What follows belongs to an exercise in optimizing a design on an open flow for small area, a short achievable clock period and few clock cycles per item; a production flow would make more cautious choices.
Function was checked by simulation only, so behaviour that the tests miss may differ from the original.

===== flow/config.mk =====
export PLATFORM = sky130hd
export DESIGN_NAME = fpu_top
export DESIGN_NICKNAME = fpu_top
export VERILOG_FILES = /design/flow/design.v
export SDC_FILE = /design/flow/constraint.sdc
export NUM_CORES = 4
export LEC_CHECK = 0
export CAP_MARGIN = 20
export CORE_MARGIN = 2
export CORE_UTILIZATION = 45
export PLACE_DENSITY = 0.6
export SLEW_MARGIN = 20

===== flow/constraint.sdc =====
create_clock -name core_clock -period 150.0 [get_ports {clk}]
set_input_delay 30.0000 -clock core_clock [delete_from_list [all_inputs] [get_ports {clk}]]
set_output_delay 30.0000 -clock core_clock [all_outputs]
set_load 0.01 [all_outputs]

===== flow/design.v =====
module add_sub(
    input clk,                  
    input [31:0] A, B,          
    input control, reset, addsub,  
    output reg [31:0] out,      
    output reg exception        
);
    reg [7:0] expA, expB, expOut;      
    reg [24:0] mantA, mantB, mantOut;  
    reg signA, signB, signOut;         
    reg [7:0] expDiff;                 
	 integer i;
    always @(*) begin
            signA = A[31];
            if (addsub) signB = ~B[31];  
            else signB = B[31];
            expA = A[30:23];
            expB = B[30:23];
            mantA = {2'b01, A[22:0]};  
            mantB = {2'b01, B[22:0]};  
            if (expA > expB) begin
                expDiff = expA - expB;
                mantB = mantB >> expDiff;
                expOut = expA;
            end else begin
                expDiff = expB - expA;
                mantA = mantA >> expDiff;
                expOut = expB;
            end
            if (signA == signB) begin
                mantOut = mantA + mantB;
                signOut = signA;
            end else begin
                if (mantA >= mantB) begin
                    mantOut = mantA - mantB;
                    signOut = signA;
                end else begin
                    mantOut = mantB - mantA;
                    signOut = signB;
                end
            end
            if (mantOut[24]) begin
                mantOut = mantOut >> 1;
                expOut = expOut + 1;
            end else begin
					for (i = 0; i < 23; i = i + 1) begin
						if (mantOut[23] == 0 && expOut > 0) begin
							mantOut = mantOut << 1;
							expOut = expOut - 1;
						end
					end
            end
    end
    always @(posedge clk or posedge reset) begin
        if (reset) begin
            out <= 32'h00000000;   
            exception <= 0;        
        end else if (control) begin
            out <= {signOut, expOut, mantOut[22:0]};
            exception <= (expOut == 8'hFF);  
        end
    end
endmodule
module multiplier (
    input clk,                 
    input [31:0] A, B,        
    input control, reset,      
    output reg [31:0] out,     
    output reg exception       
);
    reg sign_A, sign_B, sign_out;   
    reg [7:0] exp_A, exp_B, exp_out;   
    reg [23:0] mant_A, mant_B;   
    reg [47:0] product;   
    reg [31:0] out_n;     
    reg exception_n;      
    function [47:0] booth_multiply(input [23:0] m1, input [23:0] m2);
        reg [47:0] P;   
        integer i;
        begin
            P = 0;
            for (i = 0; i < 24; i = i + 1) begin
                if (m2[i])   
                    P = P + (m1 << i);
            end
            booth_multiply = P;   
        end
    endfunction
    always @(*) begin
            sign_A = A[31];
            sign_B = B[31];
            exp_A = A[30:23];
            exp_B = B[30:23];
            mant_A = {1'b1, A[22:0]};   
            mant_B = {1'b1, B[22:0]};   
            sign_out = sign_A ^ sign_B;
            exp_out = exp_A + exp_B - 127;
            product = booth_multiply(mant_A, mant_B);
            if (product[47]) begin
                out_n[22:0] = product[46:24];   
                exp_out = exp_out + 1;        
            end else begin
                out_n[22:0] = product[45:23];   
            end
            out_n[31] = sign_out;
            out_n[30:23] = exp_out;
            exception_n = (exp_out >= 255) ? 1 : 0;
    end
    always @(posedge clk or posedge reset) begin
        if (reset) begin
            out <= 32'b0;
            exception <= 0;
        end else if (control) begin
            out <= out_n;
            exception <= exception_n;
        end
    end
endmodule
module divider (
    input clk,           
    input [31:0] DD,     
    input [31:0] DS,     
    input control,       
    input reset,         
    output reg [31:0] out,       
    output reg exception,        
    output reg zeroDiv           
);
    reg [7:0] exp_dd, exp_ds, exp_out;
    reg [23:0] mant_dd, mant_ds;
    reg [24:0] mant_out;
    reg sign_dd, sign_ds, sign_out;
    reg [31:0] out_n;
    reg exception_n, zeroDiv_n;
    function [24:0] performDiv;
        input [23:0] DD;  
        input [23:0] DS;  
        reg [24:0] remainder;  
        reg [24:0] quotient;   
        integer i;
        begin
            remainder = {1'b0, DD};
            quotient = 25'b0;       
            for (i = 24; i >= 0; i = i - 1) begin
                if (remainder >= {1'b0, DS}) begin
                    remainder = remainder - {1'b0, DS};
                    quotient[i] = 1'b1;  
                end else begin
                    quotient[i] = 1'b0;  
                end
                remainder = remainder << 1;  
            end
            performDiv = quotient;
        end
    endfunction
    always @(*) begin
            sign_dd = DD[31];
            sign_ds = DS[31];
            exp_dd = DD[30:23];
            exp_ds = DS[30:23];
            mant_dd = {1'b1, DD[22:0]};  
            mant_ds = {1'b1, DS[22:0]};  
            sign_out = sign_dd ^ sign_ds;
            exp_out = 8'b0;
            mant_out = 25'b0;
            if (DS == 0) begin
                zeroDiv_n = 1;
                if (DD == 0) begin
                    out_n = 32'hFFC00000;  
                    exception_n = 1;
                end else begin
                    out_n = {sign_out, 8'hFF, 23'b0};  
                    exception_n = 1;
                end
            end else if (DD == 0) begin
                zeroDiv_n = 0;
                exception_n = 0;
                out_n = 32'h00000000;  
            end else begin
                zeroDiv_n = 0;
                exception_n = 0;
                exp_out = exp_dd - exp_ds + 127;
                mant_out = performDiv(mant_dd, mant_ds);
                if (mant_out[24] == 1) begin
                    out_n = {sign_out, exp_out[7:0], mant_out[23:1]};
                end else begin
                    exp_out = exp_out - 1;
                    out_n = {sign_out, exp_out[7:0], mant_out[22:0]};
                end
            end
    end
    always @(posedge clk or posedge reset) begin
        if (reset) begin
            out <= 32'b0;
            exception <= 1'b0;
            zeroDiv <= 1'b0;
        end else if (control) begin
            out <= out_n;
            exception <= exception_n;
            zeroDiv <= zeroDiv_n;
        end
    end
endmodule
module fpu_top (
    input clk,                 
    input reset,               
    input control,             
    input [1:0] select,        
    input [31:0] A,            
    input [31:0] B,            
    output reg [31:0] result,  
    output reg exception,      
    output reg zeroDiv,        
    output reg done            
);
    wire [31:0] add_sub_out, mul_out, div_out;
    wire add_sub_exception, mul_exception, div_exception, div_zeroDiv;
    reg [1:0] select_q;        
    reg pending;               
    add_sub add_sub_inst (
        .clk(clk),
        .A(A),
        .B(B),
        .control(control),
        .reset(reset),
        .addsub(select[0]),
        .out(add_sub_out),
        .exception(add_sub_exception)
    );
    multiplier mul_inst (
        .clk(clk),
        .A(A),
        .B(B),
        .control(control),
        .reset(reset),
        .out(mul_out),
        .exception(mul_exception)
    );
    divider div_inst (
        .clk(clk),
        .DD(A),
        .DS(B),
        .control(control),
        .reset(reset),
        .out(div_out),
        .exception(div_exception),
        .zeroDiv(div_zeroDiv)
    );
    always @(posedge clk or posedge reset) begin
        if (reset) begin
            result <= 32'b0;
            exception <= 1'b0;
            zeroDiv <= 1'b0;
            done <= 1'b0;
            pending <= 1'b0;
            select_q <= 2'b00;
        end else begin
            pending <= control;
            done <= pending;
            if (control)
                select_q <= select;
            if (pending) begin
                case (select_q)
                    2'b00, 2'b01: begin  
                        result <= add_sub_out;
                        exception <= add_sub_exception;
                        zeroDiv <= 1'b0;
                    end
                    2'b10: begin  
                        result <= mul_out;
                        exception <= mul_exception;
                        zeroDiv <= 1'b0;
                    end
                    default: begin  
                        result <= div_out;
                        exception <= div_exception;
                        zeroDiv <= div_zeroDiv;
                    end
                endcase
            end
        end
    end
endmodule

===== flow/run.sh =====
#!/bin/bash
# synth_recipe.tcl (not shown) runs the flow's synth.tcl, then flattens the netlist and writes it again
# the make line also repeats each setting of config.mk as NAME=value (left out here)
make -C /OpenROAD-flow-scripts/flow DESIGN_CONFIG=/design/flow/config.mk WORK_HOME=/design/flow/orfs CLKGATE_MAP_FILE= SYNTH_SCRIPT=/design/flow/synth_recipe.tcl finish

==> impl_metrics.env <==
export IMPL_status="finished clean"
export IMPL_row_count=159
export IMPL_synth_area_leaders="ha_1 18%, o21ai_0 6.3%, a21oi_1 6.3%"
export IMPL_arrival_ns=143.61
export IMPL_ctsHoldBuffers=0
export IMPL_synth_xor_area_share_pct=7.651
export IMPL_finalPower_mw=473.1
export IMPL_syn_inst=12130
export IMPL_crit_buf_inv=25
export IMPL_fin_crit_sh_pct=95.50
export IMPL_synth_nets=13450
export IMPL_core_area_um2=187200
export IMPL_clock_latency_ns=0.52
export IMPL_crit_path_frequent_cell="a21o_1"
export IMPL_ys_seq_area_share_pct=4.055
export IMPL_rrSetupSlack_ns=147.55
export IMPL_tightest_slew_ns=1.147
export IMPL_numClockSinks=137
export IMPL_synth_top_cell_by_area="ha_1"
export IMPL_syn_cell_area_um2=84540
export IMPL_drtPass1Iterations=8
export IMPL_comb_power_mw=473
export IMPL_crit_end="div_inst.out[0]"
export IMPL_num_io_pins=104
export IMPL_critical_path_max_fanout=22
export IMPL_r2r_worst_path_cells=4
export IMPL_seq_power_share_pct=0
export IMPL_cp_startpoint="B[0]"
export IMPL_clk_pin_slew_ns=0.08
export IMPL_synth_edf_count=0
export IMPL_p_leak_nw=40.79
export IMPL_ys_types=144
export IMPL_crit_path_max_incr_delay_ns=0.41
export IMPL_comb_power_share_pct=100.0
export IMPL_vias_per_cell=6.181
export IMPL_startpoint_type="input port"
export IMPL_clock_skew_ns=0.02859
export IMPL_path_class="in -> reg"
export IMPL_crit_cells=1115
export IMPL_clock_power_mw=0.0449
export IMPL_routed_wl_um=313400
export IMPL_r2r_start="select_q[0]"
export IMPL_cts_tree="done"
export IMPL_maxSlewViolCount=0
export IMPL_gr_usage_all_layers_pct=31.13
export IMPL_antenna_found_initial=13
export IMPL_intPower_mw=217.0
export IMPL_h_tree_depth=4
export IMPL_path_delay_family="compound AO/OA/AOI/OAI gates"
export IMPL_yosysWarningCount=4
export IMPL_final_antenna_net_count=0
export IMPL_cts_root_buffer_cell="clkbuf_16"
export IMPL_drive_above_1_share_pct=10.83
export IMPL_synthMuxAreaShare_pct=10.00
export IMPL_hold_path_endpoint="add_sub_inst.out[27]"
export IMPL_synth_fa_ha_area_share_pct=18.82
export IMPL_async_flop_share_pct=100.0
export IMPL_critical_path_slowest_cell="a221o_1"
export IMPL_min_path_type="reg -> reg"
export IMPL_synth_seq_cells=137
export IMPL_ir_drop_mv=11.43
export IMPL_synthSimpleGateAreaFrac_pct=22.13
export IMPL_overflow=0
export IMPL_required_ns=150.37
export IMPL_syn2layout_area_growth_pct=8.442
export IMPL_p_switching_mw=256.1
export IMPL_grt_pass1_wl_um=482100
export IMPL_synth_main_ff_cell="dfrtp_1"
export IMPL_wl_per_cell_um=21.32
export IMPL_die_h_um=437.5
export IMPL_finalHoldViolations=0
export IMPL_min_delay_start="add_sub_inst.out[27]"
export IMPL_pwr_share_clk_pct=0
export IMPL_slew_headroom_pct=23.51
export IMPL_grt_pass1_vias=85410
export IMPL_synth_top_family_by_area="compound AO/OA/AOI/OAI gates"
export IMPL_max_cap_violations=0
export IMPL_reg2reg_to="result[2]"
export IMPL_period_minus_slack_ns=143.25
export IMPL_gp_congestion=0.9469
export IMPL_hpwlAfterDp_um=246700
export IMPL_cts_buffers=17
export IMPL_synth_compound_gate_area_share_pct=32.25
export IMPL_p_seq_mw=0.138
export IMPL_worstSetupEndpointType="register"
export IMPL_syn_area_per_cell_um2=6.970
export IMPL_grt_start_max_net_pins=73
export IMPL_die_x_um=437.5
export IMPL_start_util_pct=45.16
export IMPL_clock_path_buffers=2
export IMPL_drcViolationCount=0
export IMPL_setup_viol=0
export IMPL_hold_ws_ns=0.4923
export IMPL_numPortBuffers=103
export IMPL_drt_iter0_drc=6805
export IMPL_final_cell_area_um2=91680
export IMPL_die_area_um2=191400
export IMPL_switching_share_pct=54.14
export IMPL_nets=13510
export IMPL_clock_fmax_mhz=6.981
export IMPL_hold_depth=1
export IMPL_dp_slack_ns=-1.676
export IMPL_top_power_group="combinational logic"
export IMPL_setup_ws_ns=6.755
export IMPL_vias=90890
export IMPL_dpl_instance_area_um2=89330
export IMPL_synth_top_area_share_pct=17.92
export IMPL_p_per_area_nw_per_um2=5160
-- cells in the final DEF (no fill, tap or decap), types with 103 or more instances in the layout --
master | synthesis | final
nor3_1 | 266 | 266
nor2b_1 | 153 | 152
xor2_1 | 197 | 195
o21ai_1 | 65 | 170
nor2_1 | 1213 | 1198
and2_1 | 250 | 244
nand3_1 | 186 | 186
mux2_2 | 406 | 399
inv_1 | 628 | 608
nand4_1 | 152 | 152
o21ai_0 | 1061 | 918
dfrtp_1 | 137 | 134
o21a_1 | 437 | 437
nand2b_1 | 195 | 191
nand2_1 | 1029 | 1027
ha_1 | 1211 | 1199
a21oi_1 | 1060 | 1006
a21boi_0 | 133 | 103
a21o_1 | 475 | 474
buf_4 | 11 | 375
xnor2_1 | 526 | 524
o31ai_1 | 219 | 208
mux2i_1 | 342 | 341
-- sequential cells by signal, indices dropped and copies added (netlist names) --
name	cells
add_sub_inst.out	32
div_inst.out	32
mul_inst.out	32
result	32
select_q	2
add_sub_inst.exception	1
div_inst.zeroDiv	1
done	1
exception	1
mul_inst.exception	1
pending	1
zeroDiv	1
-- Yosys cell counts (133+ instances only) --
cell and n:
a21boi_0 133, a21o_1 475, a21oi_1 1060, and2_1 250, clkbuf_1 351, dfrtp_1 137, ha_1 1211, inv_1 628
mux2_2 406, mux2i_1 342, nand2_1 1029, nand2b_1 195, nand3_1 186, nand4_1 152, nor2_1 1213, nor2b_1 153
nor3_1 266, o21a_1 437, o21ai_0 1061, o31ai_1 219, xnor2_1 526, xor2_1 197
-- stage by stage --
| stage | util (%) | TNS (ns) | instances |
|---|---|---|---|
| floorplan | - | 0 | 12130 |
| global placement | 47.72 | 0 | 14570 |
| detailed placement | 47.72 | -1.676 | 14570 |
| CTS | 48.10 | 0 | 14610 |
| global route | 48.97 | -0.7233 | 14700 |
| finish | 48.97 | 0 | 14700 |
-- final cells by class --
type                    count  area, µm²
clock buffers              18      429.2
multi-input cells       10890      78060
clock inverters            14      131.4
repair buffers            497       4040
inverters                 649       2445
diodes                      7      17.52
well taps                2495       3122
flip-flops and latches    137       3432
fillers                 18790      95520
-- logic make-up (layout without fill, tap and decap cells) --
kind of cell,count (synthesis),after routing
buf+inv,1112,1178
xor+xnor,731,731
mux,774,774
fa+ha+maj,1249,1249
other cells,0,7
compound gates,4227,4233
simple gates,3900,3900
flops,137,137
-- routing by layer --
| metal | global-route usage, % | up-vias | share of wire, % |
|---|---|---|---|
| met1 | 41.52 | 43150 | 45 |
| met4 | 12.27 | 0 | 4.3 |
| met5 | 0 | - | 0 |
| li1 | - | 44620 | - |
| met3 | 2.678 | 563 | 5.5 |
| met2 | 51.61 | 2556 | 45 |
-- timing repair --
action                     in CTS  in global routing
resized for setup              19                339
setup buffers                   8                 78
cloned                          3                  6
pin swaps                       3                129
setup endpoints to repair       1                  3
Testbench counts, summed over its fixed seeds: cycles 19,200, ops 9,600.

[separate check: timing with driven ports]
No port has a modelled driver above. Below, the same layout with a new extraction and two added sets of constraints.
Step 1 (the two cells are an assumption about what drives the block):
set clk [get_ports {clk}]
set_driving_cell -lib_cell sky130_fd_sc_hd__clkbuf_16 $clk
set_driving_cell -lib_cell sky130_fd_sc_hd__buf_2 [delete_from_list [all_inputs] $clk]
Step 2 adds t to the input delays and takes it off the output delays; t is the mean of the earliest and latest rising clock arrival at the registers after step 1. Input paths then give back, and output paths get back, about the clock's delay inside the block.
a / b / c = ideal / step 1 / step 2; a / b = the first two.
t (ns): 0.571
setup slack, ns: 6.755 / 6.677 / 6.107
worst hold slack (ns): 0.492 / 0.492 / 0.492
After both steps this run still meets setup and hold. For this run, drivers alone change the setup slack by -0.078 ns; drivers and shift together by -0.648 ns.
